Context: an optimization exercise on an open-source flow, tuned for small area, a short achievable clock period and few clock cycles. The choices shown serve that exercise and are no tape-out recipe. At most, simulation tests tie the RTL to the original design; equivalence was not proved. No activity file was given, so power comes from the tool's default toggle rates.

## Mips_Top
module Mips_Top (
  input     wire              CLK,
  input     wire              RST,
  output    wire    [31:0]    PC,
  input     wire    [31:0]    Instr,
  output    wire    [31:0]    DataAddr,
  output    wire    [31:0]    WriteData,
  output    wire              MemWrite,
  input     wire    [31:0]    ReadData);
Size in the first run: roughly 6400 cells after synthesis, roughly 1400 flip-flops, ~160 I/O pins, roughly 74000 sq um of cells after synthesis.
clock: 24.0 ns
lec_check: 0
cap_margin: 20
core_margin: 2
core_utilization: 40
slew_margin: 20
standard.sh (not shown) runs the stock make flow with config.mk's settings and CLKGATE_MAP_FILE= SYNTH_SCRIPT=/design/flow/synth_recipe.tcl, a recipe that flattens the netlist after the stock synthesis.
==> flow/flow/run.sh <==
#!/bin/bash
# The standard ORFS layout, with repair_timing asked for setup slack
# margin: the design is laid out and signed off at the design's clock and
# constraints, and the repair steps aim at a shorter achieved period.
set -euo pipefail
bash standard.sh SETUP_SLACK_MARGIN=17.7 finish > standard.log 2>&1
Testbench counts at the start, summed over its fixed seeds: cycles 35,985.
Next try:
--- a/flow/design.v
+++ b/flow/design.v
@@ -1147,19 +1147,16 @@
   wire [5:0]  f_fn  = Instr[5:0];
   wire f_isr    = (f_op == OP_R);
   wire f_isaddi = (f_op == OP_ADDI);
   wire f_islw   = (f_op == OP_LW);
   wire f_issw   = (f_op == OP_SW);
   wire f_isbeq  = (f_op == OP_BEQ);
   wire f_isj    = (f_op == OP_J);
-  wire [5:0] f_blo = {1'b0, pc_q[6:2]} + 6'd1 + {1'b0, Instr[4:0]};
-  wire f_isbu   = f_isbeq & (f_rs == f_rt) & (Instr[15:5] == 11'd0) & ~f_blo[5];
-  wire f_isbc   = f_isbeq & ~f_isbu;
-  wire f_use_rs = f_isr | f_isaddi | f_islw | f_issw | f_isbc;
-  wire f_use_rt = f_isr | f_issw | f_isbc;
+  wire f_use_rs = f_isr | f_isaddi | f_islw | f_issw | f_isbeq;
+  wire f_use_rt = f_isr | f_issw | f_isbeq;
   reg  [2:0] f_aluop;
   always @(*) begin
     f_aluop = ALU_ADD;
     if (f_isr) begin
       case (f_fn)
         6'b100010: f_aluop = ALU_SUB;
         6'b100100: f_aluop = ALU_AND;
@@ -1167,16 +1164,15 @@
         6'b101010: f_aluop = ALU_SLT;
         6'b011100: f_aluop = ALU_MUL;
         default:   f_aluop = ALU_ADD;
       endcase
     end
   end
   wire e_late  = e_valid & (e_lw | e_mul);
-  wire f_may_rt = (f_op[5] & f_op[3]) | (~f_op[5] & ~f_op[3] & ~f_op[1]);
-  wire f_stall  = e_late & ((f_rs == e_dst) | (f_may_rt & (f_rt == e_dst)));
+  wire f_stall = e_late & ((f_use_rs & (f_rs == e_dst)) | (f_use_rt & (f_rt == e_dst)));
   wire [31:0] e_Ar = e_av ? e_A : 32'd0;
   wire [31:0] e_Br = e_bv ? e_B : 32'd0;
   wire [31:0] srcA = e_fam ? m_alu : e_faw ? w_data : e_Ar;
   wire [31:0] rtv  = e_fbm ? m_alu : e_fbw ? w_data : e_Br;
   wire [31:0] sext = {{16{e_immv[15]}}, e_immv};
   wire [31:0] srcB = e_imm ? sext : rtv;
   wire        is_sub = (e_op == ALU_SUB) | (e_op == ALU_SLT);
@@ -1201,26 +1197,18 @@
   wire [31:0] mulres = mul_s2 + mul_c2;
   wire [31:0] m_res  = m_lw ? ReadData : (m_mul ? mulres : m_alu);
   wire        m_wen  = m_valid & m_we;
   assign PC        = pc_q;
   assign DataAddr  = da_q;
   assign WriteData = wd_q;
   assign MemWrite  = mw_q;
-  wire [31:0] pc4   = pc_q + 32'd4;
-  wire [29:0] f_btg   = {pc4[31:7], f_blo[4:0]};
-  wire        s_e  = e_taken;
-  wire        s_h  = ~e_taken & f_stall;
-  wire        s_j  = ~e_taken & ~f_stall & f_isj;
-  wire        s_b  = ~e_taken & ~f_stall & f_isbu;
-  wire        s_s  = ~e_taken & ~f_stall & ~f_isj & ~f_isbu;
-  wire [31:0] pc_n = ({32{s_e}} & {e_tgt, 2'b00}) |
-                     ({32{s_h}} & pc_q) |
-                     ({32{s_j}} & {pc4[31:28], Instr[25:0], 2'b00}) |
-                     ({32{s_b}} & {f_btg, 2'b00}) |
-                     ({32{s_s}} & pc4);
+  wire [31:0] pc4  = pc_q + 32'd4;
+  wire [31:0] pc_n = e_taken ? {e_tgt, 2'b00} :
+                     f_stall ? pc_q :
+                     f_isj   ? {pc4[31:28], Instr[25:0], 2'b00} : pc4;
   always @(posedge CLK or negedge RST) begin
     if (!RST) pc_q <= 32'd0;
     else      pc_q <= pc_n;
   end
   always @(posedge CLK or negedge RST) begin
     if (!RST) begin
       e_valid <= 1'b0;
@@ -1234,15 +1222,15 @@
       mw_q    <= e_valid & e_sw;
     end
   end
   always @(posedge CLK) begin
     e_we   <= f_isr | f_isaddi | f_islw;
     e_lw   <= f_islw;
     e_sw   <= f_issw;
-    e_beq  <= f_isbc;
+    e_beq  <= f_isbeq;
     e_mul  <= f_isr & (f_fn == 6'b011100);
     e_imm  <= f_isaddi | f_islw | f_issw;
     e_op   <= f_aluop;
     e_dst  <= f_isr ? f_rd : f_rt;
     e_immv <= Instr[15:0];
     e_A    <= rf_rd1;
     e_B    <= rf_rd2;
Die area is about the same.
Sequential power stays flat.
First-iteration DRC count decreases by 9.2%.
Total power grows by 2.2%.
Utilization is about the same.
Cell count is lower by 0.90%.
Clock power grows by about 2%.
Worst hold slack barely changes.
Critical path depth falls by 1.
Synthesized area barely changes.
Combinational power is higher by 16%.
Maximum frequency went down by 0.44%.
Final area barely changes.
Flip-flop and latch count fell by 2.
For the second run of this note, only the layout was checked, not whether the RTL still works.

re-timing with driven ports:
No port has a modelled driver above. Below, the same layouts with a new extraction and two added sets of constraints. Step 1 (the two cells are an assumption about what drives the block):
set clk [get_ports {CLK}]
set_driving_cell -lib_cell sky130_fd_sc_hd__clkbuf_16 $clk
set_driving_cell -lib_cell sky130_fd_sc_hd__buf_2 [delete_from_list [all_inputs] $clk]
Step 2, shift: input delay + t, output delay - t, t = (earliest + latest rising clock arrival at the registers) / 2. This alone moves slack from input paths to output paths. Three values: no drivers, after step 1, after step 2; two values: the first two.
| run | t (ns) | slack for setup (ns) | worst setup path at the end | worst slew at a driven data input, ns | pins driven straight from the clock port |
|---|---|---|---|---|---|
| the first run | 0.881 | 17.666 / 17.643 / 16.839 | input to register | 0.08 | 1 |
| the second run | 0.907 | 17.638 / 17.627 / 16.779 | input to register | 0.08 | 1 |
After both steps setup and hold are still met in every run listed. For the second run, which loses most, drivers alone change the setup slack by -0.011 ns; drivers and shift together by -0.859 ns.
